This design comes from an exercise in tuning for a short achievable clock period and few clock cycles on the open sky130 flow, not from production work. The RTL was checked by simulation tests, not by an equivalence proof against the original design. Power and IR drop assume default switching activity.

==> inputs of job 4488 <==
Design RiscV_pipeline, start of the top module:
module RiscV_pipeline (
    input  wire        clk,
    input  wire        rst_n,
    output wire [31:0] imem_addr,
    input  wire [31:0] imem_rdata,
    output wire [31:0] dmem_addr,
    output wire        dmem_we,
    output wire [3:0]  dmem_wstrb,
    output wire [31:0] dmem_wdata,
    input  wire [31:0] dmem_rdata
);
clock: 8.5 ns
lec_check: 0
cap_margin: 20
core_margin: 2
core_utilization: 50
place_density: 0.65
setup_slack_margin: 5
slew_margin: 20
run.sh (not shown) runs the stock make flow with config.mk's settings and CLKGATE_MAP_FILE= SYNTH_SCRIPT=/design/flow/synth_recipe.tcl, a recipe that flattens the netlist after the stock synthesis.
==> job 8172: changes against job 4488 <==
--- a/flow/design.v
+++ b/flow/design.v
@@ -24,14 +24,13 @@
     reg         v_d;
     reg  [31:0] ir_d, pc_d, ptgt_d;
     reg         pt_d, hit_d;
     reg  [1:0]  ctr_d;
     reg  [PW-1:0] pidx_d;
     reg         v_e;
-    reg  [31:0] a_e, b_e, s_e, pc_e, pc4_e, pcb_e, pcj_e, pcu_e, luiv_e, ptgt_e, jd0_e;
-    reg         jodd_e;
+    reg  [31:0] a_e, b_e, s_e, pc_e, pc4_e, pcb_e, pcj_e, pcu_e, luiv_e, ptgt_e, jd0_e, jd1_e;
     reg  [2:0]  sa_e, sb_e, ss_e;           
     reg  [4:0]  rd_e;
     reg         we_e, ld_e, lw_e, st_e, br_e, jal_e, jalr_e, oth_e, pt_e;
     reg  [2:0]  f3_e;
     reg  [2:0]  bsel_e;                     
     reg         binv_e;
@@ -79,39 +78,28 @@
     reg  [1:0]          btb_ctr [0:NBTB-1];
     reg                 btb_ret [0:NBTB-1];
     reg  [TW-1:0]       ras     [0:NRAS-1];
     reg  [RAS_BITS-1:0] ras_sp;
     wire [BTB_BITS-1:0] bidx_f = pc_f[BTB_BITS+1:2];
     wire [TAG_BITS-1:0] btag_f = pc_f[BTB_BITS+TAG_BITS+1:BTB_BITS+2];
-    wire [NBTB-1:0]     bm_f;
-    genvar g;
-    generate
-        for (g = 0; g < NBTB; g = g + 1) begin : g_bm
-            assign bm_f[g] = btb_v[g] & (btb_tag[g] == btag_f);
-        end
-    endgenerate
-    wire                hit_f  = bm_f[bidx_f];
+    wire                hit_f  = btb_v[bidx_f] && (btb_tag[bidx_f] == btag_f);
     wire [1:0]          ctr_f  = btb_ctr[bidx_f];
     reg  [1:0]          pht [0:(1<<PW)-1];
     reg  [GH_BITS-1:0]  ghr;
     wire [PW-1:0]       pidx_f = {pc_f[PH_PC+1:2], ghr};
     wire                pt_f   = hit_f && (ctr_f[1] | pht[pidx_f][1]);
     wire [TW-1:0]       plo_f  = btb_ret[bidx_f] ? ras[ras_sp] : btb_tgt[bidx_f];
     wire [31:0]         ptgt_f = {pc_f[31:TGT_HI+1], plo_f, 2'b00};
     wire [31:0]         pc4_f  = pc_f + 32'd4;
     assign pnext     = stall ? pc_f : pt_f ? ptgt_f : pc4_f;
-    reg  [31:0] pcq_n;
-    assign imem_addr = ~pcq_n;
+    assign imem_addr = pc_f;
     always @(posedge clk or negedge rst_n) begin
-        if (!rst_n) begin
-            pc_f  <= 32'd0;
-            pcq_n <= 32'hffffffff;
-        end else begin
-            pc_f  <= npc;
-            pcq_n <= ~npc;
-        end
+        if (!rst_n)
+            pc_f <= 32'd0;
+        else
+            pc_f <= npc;
     end
     always @(posedge clk or negedge rst_n) begin
         if (!rst_n)
             v_d <= 1'b0;
         else if (kill_x)
             v_d <= 1'b0;
@@ -177,12 +165,13 @@
     wire [31:0] imm_u = {ir_d[31:12], 12'h000};
     wire [31:0] imm_j = {{11{ir_d[31]}}, ir_d[31], ir_d[19:12], ir_d[20], ir_d[30:21], 1'b0};
     wire [31:0] pcb_d = pc_d + imm_b;
     wire [31:0] pcj_d = pc_d + imm_j;
     wire [31:0] pcu_d = pc_d + imm_u;
     wire [31:0] jd0_d = ptgt_d - imm_i;
+    wire [31:0] jd1_d = ptgt_d - imm_i + 32'd1;
     wire [31:0] pc4_d  = pc_d + 32'd4;
     wire        use_imm = ~(i_op | i_br);
     wire [31:0] imm_d   = i_st ? imm_s : imm_i;
     wire        wr_d    = (rd_d != 5'd0) & (i_lui | i_auipc | i_jal | i_jalr | i_ld | i_alu);
     wire        u1_d    = ~(i_lui | i_auipc | i_jal);
     wire        u2_d    = i_op | i_br | i_st;
@@ -260,13 +249,13 @@
         pcb_e  <= pcb_d;
         pcj_e  <= pcj_d;
         pcu_e  <= pcu_d;
         luiv_e <= imm_u;
         ptgt_e <= ptgt_d;
         jd0_e  <= jd0_d;
-        jodd_e <= ir_d[20];
+        jd1_e  <= jd1_d;
         rd_e   <= rd_d;
         we_e   <= wr_d;
         ld_e   <= i_ld;
         lw_e   <= i_ld & (f3_d == 3'b010);
         st_e   <= i_st;
         br_e   <= i_br;
@@ -342,13 +331,13 @@
                         ({32{rsel_e[5]}}  & (A ^ B)) |
                         ({32{rsel_e[6]}}  & r_sr) |
                         ({32{rsel_e[8]}}  & (A | B)) |
                         ({32{rsel_e[9]}}  & (A & B)) |
                         ({32{rsel_e[10]}} & pc4_e);
     wire        taken = ((bsel_e[0] & eq) | (bsel_e[1] & lt) | (bsel_e[2] & ltu)) ^ binv_e;
-    wire        jok   = ~jodd_e & (Aj[31:1] == jd0_e[31:1]);
+    wire        jok   = (Aj == jd0_e) | (Aj == jd1_e);
     wire        tok   = (tgt_e == ptgt_e);
     wire [31:0] jtgt  = {jsum[31:1], 1'b0};
     wire        eq_l  = (al_m == bl_m);
     wire        ltu_l = (al_m < bl_m);
     wire        lt_l  = ltu_l ^ al_m[31] ^ bl_m[31];
     wire        tk_l  = ((bsel_m[0] & eq_l) | (bsel_m[1] & lt_l) | (bsel_m[2] & ltu_l)) ^ binv_m;
==> summary of the runs <==
Final cell count: job 8172 is smaller than job 4488 (0.83%). Of job 8172 and job 4488, job 4488 has the higher setup slack (gap 0.023 ns). Power: job 4488 is higher than job 8172 (0.47%). Against job 4488, the clock skew of job 8172 is higher by 0.023 ns. Register-to-register slack: job 8172 is worse than job 4488 (0.02 ns). Against job 8172, the sequential power of job 4488 is higher by about 2%.
==> figures <==
| item | job 8172 | job 4488 |
|---|---|---|
| Run status | no timing/DRC/antenna violations | no timing/DRC/antenna violations |
| Worst setup slack after placement | 3.02 ns | 3.41 ns |
| Worst Min Path Start | pc_m[11] | tgt_m[29] |
| Final design instance area without fill | 175000 um^2 | 176000 um^2 |
| CP most frequent cell | sky130_fd_sc_hd__buf_12 | sky130_fd_sc_hd__buf_4 |
| Final cell utilization of the core | 0.608 | 0.606 |
| Number of antenna violations at the first check in global routing | 45 | 49 |
| Average vias per placed instance | 7.11 | 7.13 |
| Met2 Resource Use GR | 0.594 | 0.620 |
| Peak VDD IR | 0.000212 V | 0.000236 V |
| Area taken by multi-input logic gates | 70400 um^2 | 71200 um^2 |
| Layout inverter count without the clock tree | 300 | 352 |
| Multi-In Gates | 8340 | 8309 |
Testbench counts of job 4488, summed over its fixed seeds: cycles 90,445.
Testbench counts of job 8172, summed over its fixed seeds: cycles 90,445.

-- afterwards: timing with drivers on the ports --
In the flow no input, the clock included, has a driving cell. The finished layouts below were timed again as built, in two steps. Step 1, drivers: a clkbuf_16 drives clk and a buf_2 each remaining input, both assumed. Step 2 adds t to the input delays and takes it off the output delays; t is the mean of the earliest and latest rising clock arrival at the registers after step 1. Input paths then give back, and output paths get back, about the clock's delay inside the block. Three values: no drivers, after step 1, after step 2; two values: the first two.
run | shift t [ns] | setup slack, ns | hold slack, ns
job 4488 | 1.038 | 4.637 / 4.637 / 3.923 | 0.321 / 0.321 / 0.321
job 8172 | 1.026 | 4.614 / 4.614 / 3.988 | 0.326 / 0.326 / 0.326
After both steps setup and hold are still met in every run listed. For job 4488, which loses most, drivers alone change the setup slack by 0.000 ns; drivers and shift together by -0.714 ns.
